Background: an optimization exercise with open tools, aiming at small area and a short achievable clock period. Do not read the settings as production practice. Only simulation tests tie the RTL to the original design; equivalence was not proved. Power figures rest on the tool's default switching activity, not on a simulated workload.

// pic_core
module pic_core(
    input            clk,
    input            rst,
    input[31:0]      irq,
    output           exi,
    output[4:0]      exi_code,
    input            mgmt_req,
    input[31:0]      mgmt_adr,
    output reg       mgmt_ack,
    input            mgmt_rwn,
    input[1:0]       mgmt_wen,
    input[31:0]      mgmt_txd,
    output reg       mgmt_rxe,
    output[31:0]     mgmt_rxd
);
Settings: LEC_CHECK=0, CAP_MARGIN=20, CORE_MARGIN=2, CORE_UTILIZATION=70, CTS_CLUSTER_DIAMETER=60, CTS_CLUSTER_SIZE=24, SETUP_SLACK_MARGIN=3.4, SLEW_MARGIN=20; clock period 5.0 ns.
run.sh (not shown) runs the stock make flow with config.mk's settings and CLKGATE_MAP_FILE= SYNTH_SCRIPT=/design/flow/synth_recipe.tcl, a recipe that flattens the netlist after the stock synthesis.
Edit:
==> flow/flow/run.sh (new file) <==
#!/bin/bash
# The standard layout, with plain buffers on the ports instead of the
# delay cells buffer_ports picks by default. Each ORFS step also keeps its
# own log under orfs/logs; make's output is kept in flow_make.log.
set -euo pipefail
bash standard.sh BUFFER_PORTS_ARGS="-buffer_cell sky130_fd_sc_hd__buf_2" finish > flow_make.log 2>&1
==> flow/standard.sh (new file) <==
#!/bin/bash
# synth_recipe.tcl (not shown) runs the flow's synth.tcl, then flattens the netlist and writes it again
# the make line also repeats each setting of config.mk as NAME=value (left out here)
make -C /OpenROAD-flow-scripts/flow DESIGN_CONFIG=/design/flow/config.mk WORK_HOME=/design/flow/orfs CLKGATE_MAP_FILE= SYNTH_SCRIPT=/design/flow/synth_recipe.tcl "${@:-finish}"
--- a/flow/config.mk
+++ b/flow/config.mk
@@ -8,7 +8,9 @@
 export CAP_MARGIN = 20
 export CORE_MARGIN = 2
-export CORE_UTILIZATION = 70
-export CTS_CLUSTER_DIAMETER = 60
+export CORE_UTILIZATION = 60
+export CTS_BUF_LIST = sky130_fd_sc_hd__clkbuf_8 sky130_fd_sc_hd__clkbuf_16
+export CTS_CLUSTER_DIAMETER = 100
 export CTS_CLUSTER_SIZE = 24
-export SETUP_SLACK_MARGIN = 3.4
+export SETUP_SLACK_MARGIN = 3.5
 export SLEW_MARGIN = 20
+export TNS_END_PERCENT = 0
removed: flow/run.sh
=> Setup slack gains 99 ps; hold slack loses 6.6 ps; wire length goes down by about 25%; core utilization goes down by 25 points; combinational power goes down by about 40%; design area goes down by 15%.

* * *

== job 949 ==
Another version of the RTL of pic_core (not shown whole).
Size in the first run: ~750 flip-flops, about 140 I/O pins.
clock: 5.0 ns
lec_check: 0
abc_area: 1
cap_margin: 20
core_margin: 2
core_utilization: 60
cts_buf_list: sky130_fd_sc_hd__clkbuf_8 sky130_fd_sc_hd__clkbuf_16
cts_cluster_diameter: 100
cts_cluster_size: 24
setup_slack_margin: 2.9
slew_margin: 20
tns_end_percent: 0
Stock flow here: none of the scripts above is used.
Job 949 | status: complete | timing, DRC, antenna: pass
Input changes introduced in job 3536 (baseline for comparison: job 949):
Settings: changing SETUP_SLACK_MARGIN from 2.9 to 3.5.
==> flow/flow/run.sh (new file) <==
#!/bin/bash
# The standard layout, with plain buffers on the ports instead of the
# delay cells buffer_ports picks by default. Each ORFS step also keeps its
# own log under orfs/logs; make's output is kept in flow_make.log.
set -euo pipefail
bash standard.sh BUFFER_PORTS_ARGS="-buffer_cell sky130_fd_sc_hd__buf_2" finish > flow_make.log 2>&1
==> flow/standard.sh (new file) <==
#!/bin/bash
# synth_recipe.tcl (not shown) runs the flow's synth.tcl, then flattens the netlist and writes it again
# the make line also repeats each setting of config.mk as NAME=value (left out here)
make -C /OpenROAD-flow-scripts/flow DESIGN_CONFIG=/design/flow/config.mk WORK_HOME=/design/flow/orfs CLKGATE_MAP_FILE= SYNTH_SCRIPT=/design/flow/synth_recipe.tcl "${@:-finish}"
removed: flow/run.sh
==> results.txt <==
NOTE largest net degree at the start of global routing job 949->job 3536 decreased by more than 10%. Between job 3536 and job 949, it is job 3536 whose via count of the first global-routing pass is higher, by 127. In job 3536 relative to job 949, routed wire length had gone up by a few percent. Sort job 949 and job 3536 by overall power of the completed layout, ascending, and job 3536 comes first.
Here is what was changed in the inputs of job 9690 compared with job 3536.
Settings: ABC_AREA removed (was 1).
==> flow/run.sh (new file) <==
#!/bin/bash
# synth_recipe.tcl (not shown) runs the flow's synth.tcl, then flattens the netlist and writes it again
# the make line also repeats each setting of config.mk as NAME=value (left out here)
make -C /OpenROAD-flow-scripts/flow DESIGN_CONFIG=/design/flow/config.mk WORK_HOME=/design/flow/orfs CLKGATE_MAP_FILE= SYNTH_SCRIPT=/design/flow/synth_recipe.tcl finish
removed: flow/flow/run.sh
removed: flow/standard.sh
## What came out
- Per the final summary, job 9690 finished and its layout is clean on timing, DRC and antenna.
- Summary of job 9690 over job 3536: hold slack up 0.034 ns; final layout net count down 1327; number of antenna violations at the first check in global routing down 3; post-route clock period utilization up 9.3 points.
- The library cell contributing the largest single delay on the critical path comes out dfxtp_2 in one run and edfxtp_1 in the other, namely in job 3536 and job 9690 respectively.

* * *

Starting RTL as in the previous note.
## pic_core
module pic_core(
    input            clk,
    input            rst,
    input[31:0]      irq,
    output           exi,
    output[4:0]      exi_code,
    input            mgmt_req,
    input[31:0]      mgmt_adr,
    output reg       mgmt_ack,
    input            mgmt_rwn,
    input[1:0]       mgmt_wen,
    input[31:0]      mgmt_txd,
    output reg       mgmt_rxe,
    output[31:0]     mgmt_rxd
);
clock: 5.0 ns
lec_check: 0
abc_area: 1
cap_margin: 20
core_margin: 2
core_utilization: 60
cts_buf_list: sky130_fd_sc_hd__clkbuf_8 sky130_fd_sc_hd__clkbuf_16
cts_cluster_diameter: 100
cts_cluster_size: 24
setup_slack_margin: 3.2
slew_margin: 20
tns_end_percent: 0
Stock flow here: none of the scripts above is used.
Edit:
Settings changed: SETUP_SLACK_MARGIN 3.2 to 3.35.
What happened: Count of clock-buffer cells in the layout goes up by 1; worst hold slack is worse by 8.5 ps; via count is higher slightly; worst setup slack improves by 3.3 ps; cell count stays flat; critical path depth does not change; routed wire length grows by a few percent.
Edit:
Settings changed: ABC_AREA 1 to unset, ABC_CLOCK_PERIOD_IN_PS set to 1800, CTS_BUF_LIST sky130_fd_sc_hd__clkbuf_8 sky130_fd_sc_hd__clkbuf_16 to unset, CTS_CLUSTER_DIAMETER 100 to unset, CTS_CLUSTER_SIZE 24 to unset, SETUP_SLACK_MARGIN 3.35 to 3.2, TNS_END_PERCENT 0 to unset.
What happened: Design area came out higher by about a fifth. Via count came out lower by roughly a tenth. Non-clock buffer count came out higher by 256. Clock power came out higher by well over a third. Area after synthesis came out lower by a few percent.

* * *

== oak ==
pic_core again, from the RTL that the note above started with.
==> flow/design.v (excerpt) <==
module pic_core(
    input            clk,
    input            rst,
    input[31:0]      irq,
    output           exi,
    output[4:0]      exi_code,
    input            mgmt_req,
    input[31:0]      mgmt_adr,
    output reg       mgmt_ack,
    input            mgmt_rwn,
    input[1:0]       mgmt_wen,
    input[31:0]      mgmt_txd,
    output reg       mgmt_rxe,
    output[31:0]     mgmt_rxd
);
==> flow/config.mk <==
export PLATFORM = sky130hd
export DESIGN_NAME = pic_core
export DESIGN_NICKNAME = pic_core
export VERILOG_FILES = /design/flow/design.v
export SDC_FILE = /design/flow/constraint.sdc
export NUM_CORES = 4
export LEC_CHECK = 0
export ABC_AREA = 1
export CAP_MARGIN = 20
export CORE_MARGIN = 2
export CORE_UTILIZATION = 60
export CTS_BUF_LIST = sky130_fd_sc_hd__clkbuf_8 sky130_fd_sc_hd__clkbuf_16
export CTS_CLUSTER_DIAMETER = 100
export CTS_CLUSTER_SIZE = 24
export SETUP_SLACK_MARGIN = 2.6
export SLEW_MARGIN = 20
export TNS_END_PERCENT = 0
==> flow/constraint.sdc <==
create_clock -name core_clock -period 5.0 [get_ports {clk}]
set_input_delay 1.0000 -clock core_clock [delete_from_list [all_inputs] [get_ports {clk}]]
set_output_delay 1.0000 -clock core_clock [all_outputs]
set_load 0.01 [all_outputs]
Changes in pine relative to oak:
-- flow/config.mk --
<<< oak, line 14
export CTS_CLUSTER_SIZE = 24
export SETUP_SLACK_MARGIN = 2.6
export SLEW_MARGIN = 20
>>> pine, line 14
export CTS_CLUSTER_SIZE = 24
export SETUP_SLACK_MARGIN = 3.5
export SLEW_MARGIN = 20
--- outcome ---
Summary: with oak as the reference, number of buffers outside the clock class in the layout in pine moved down by a few percent.
pine vs oak: final critical-path setup slack up
Compared pine against oak; clock latency of the later-clocked register in the worst-skew pair within noise.
The power was comparable across pine and oak.
Reported for pine and oak, number of failing setup endpoints in the final timing report turned out identical to the last digit.
pine has logic gate share of total power above what oak had.
pine vs oak, final clock period utilization by the worst path went down by 9.3 points.
Of the two candidates, oak has the better worst slack at placement and pine the worse one.
Changes in birch relative to pine:
==> flow/flow/run.sh (new file) <==
#!/bin/bash
# The standard layout, with plain buffers on the ports instead of the
# delay cells buffer_ports picks by default. Each ORFS step also keeps its
# own log under orfs/logs; make's output is kept in flow_make.log.
set -euo pipefail
bash standard.sh BUFFER_PORTS_ARGS="-buffer_cell sky130_fd_sc_hd__buf_2" finish > flow_make.log 2>&1
==> flow/standard.sh (new file) <==
#!/bin/bash
# synth_recipe.tcl (not shown) runs the flow's synth.tcl, then flattens the netlist and writes it again
# the make line also repeats each setting of config.mk as NAME=value (left out here)
make -C /OpenROAD-flow-scripts/flow DESIGN_CONFIG=/design/flow/config.mk WORK_HOME=/design/flow/orfs CLKGATE_MAP_FILE= SYNTH_SCRIPT=/design/flow/synth_recipe.tcl "${@:-finish}"
-- flow/config.mk --
<<< pine, line 10
export CORE_MARGIN = 2
export CORE_UTILIZATION = 60
export CTS_BUF_LIST = sky130_fd_sc_hd__clkbuf_8 sky130_fd_sc_hd__clkbuf_16
>>> birch, line 10
export CORE_MARGIN = 2
export CORE_UTILIZATION = 66
export CTS_BUF_LIST = sky130_fd_sc_hd__clkbuf_8 sky130_fd_sc_hd__clkbuf_16
<<< pine, line 14
export CTS_CLUSTER_SIZE = 24
export SETUP_SLACK_MARGIN = 3.5
export SLEW_MARGIN = 20
>>> birch, line 14
export CTS_CLUSTER_SIZE = 24
export SETUP_SLACK_MARGIN = 3.2
export SLEW_MARGIN = 20
removed: flow/run.sh
Notes after the runs:
The final layout from birch, which completed every stage, passed the timing, DRC and antenna checks at the end of the flow.
Min internal power across birch and pine: birch
NOTE number of core rows pine->birch decreased by a few percent
birch against pine: clock tree cell share of total cell area essentially unchanged; share of total power in the clock network essentially unchanged; synthesized cell count essentially unchanged; total chip power decreased 0.68%; cell area after layout decreased about 4%.
Comparing birch and pine, the lower number of diodes was measured on birch.

[re-timing with driven ports]
No port has a modelled driver above. Below, the same layouts with a new extraction and two added sets of constraints. Step 1: set_driving_cell puts a clkbuf_16 on clk and a buf_2 on each other input, an assumption about the parent block. Step 2 moves the port delays by t, midway between the first and last clock arrival at a register: inputs arrive t later, outputs are due t later. That takes back most of the time a late clock gives input paths. Three values: ideal, step 1, step 2; two values: the first two.
| run | shift t [ns] | setup WS [ns] | hold slack, ns | latest minus earliest clock arrival (ns) |
|---|---|---|---|---|
| the first run of note 1 | 0.684 | 2.595 / 2.595 / 2.595 | 0.331 / 0.331 / 0.331 | 0.034 / 0.035 |
| the second run of note 1 | 0.646 | 2.694 / 2.694 / 2.694 | 0.325 / 0.325 / 0.325 | 0.022 / 0.022 |
| job 949 | 0.643 | 2.745 / 2.745 / 2.574 | 0.330 / 0.330 / 0.330 | 0.025 / 0.025 |
| job 3536 | 0.645 | 2.887 / 2.825 / 2.946 | 0.296 / 0.257 / 0.328 | 0.028 / 0.028 |
| job 9690 | 0.645 | 2.424 / 2.424 / 2.382 | 0.331 / 0.331 / 0.331 | 0.029 / 0.029 |
| the first run of note 3 | 0.654 | 2.886 / 2.826 / 2.557 | 0.332 / 0.332 / 0.332 | 0.024 / 0.024 |
| the second run of note 3 | 0.645 | 2.890 / 2.827 / 2.681 | 0.323 / 0.323 / 0.323 | 0.019 / 0.020 |
| the third run of note 3 | 0.676 | 2.484 / 2.484 / 2.434 | 0.326 / 0.326 / 0.326 | 0.023 / 0.023 |
| oak | 0.643 | 2.426 / 2.368 / 2.575 | 0.330 / 0.330 / 0.330 | 0.027 / 0.027 |
| pine | 0.645 | 2.890 / 2.827 / 2.681 | 0.323 / 0.323 / 0.323 | 0.019 / 0.020 |
| birch | 0.645 | 2.890 / 2.829 / 2.922 | 0.299 / 0.257 / 0.324 | 0.030 / 0.030 |
After both steps setup and hold are still met in every run listed. For the first run of note 3, which loses most, drivers alone change the setup slack by -0.060 ns; drivers and shift together by -0.329 ns.
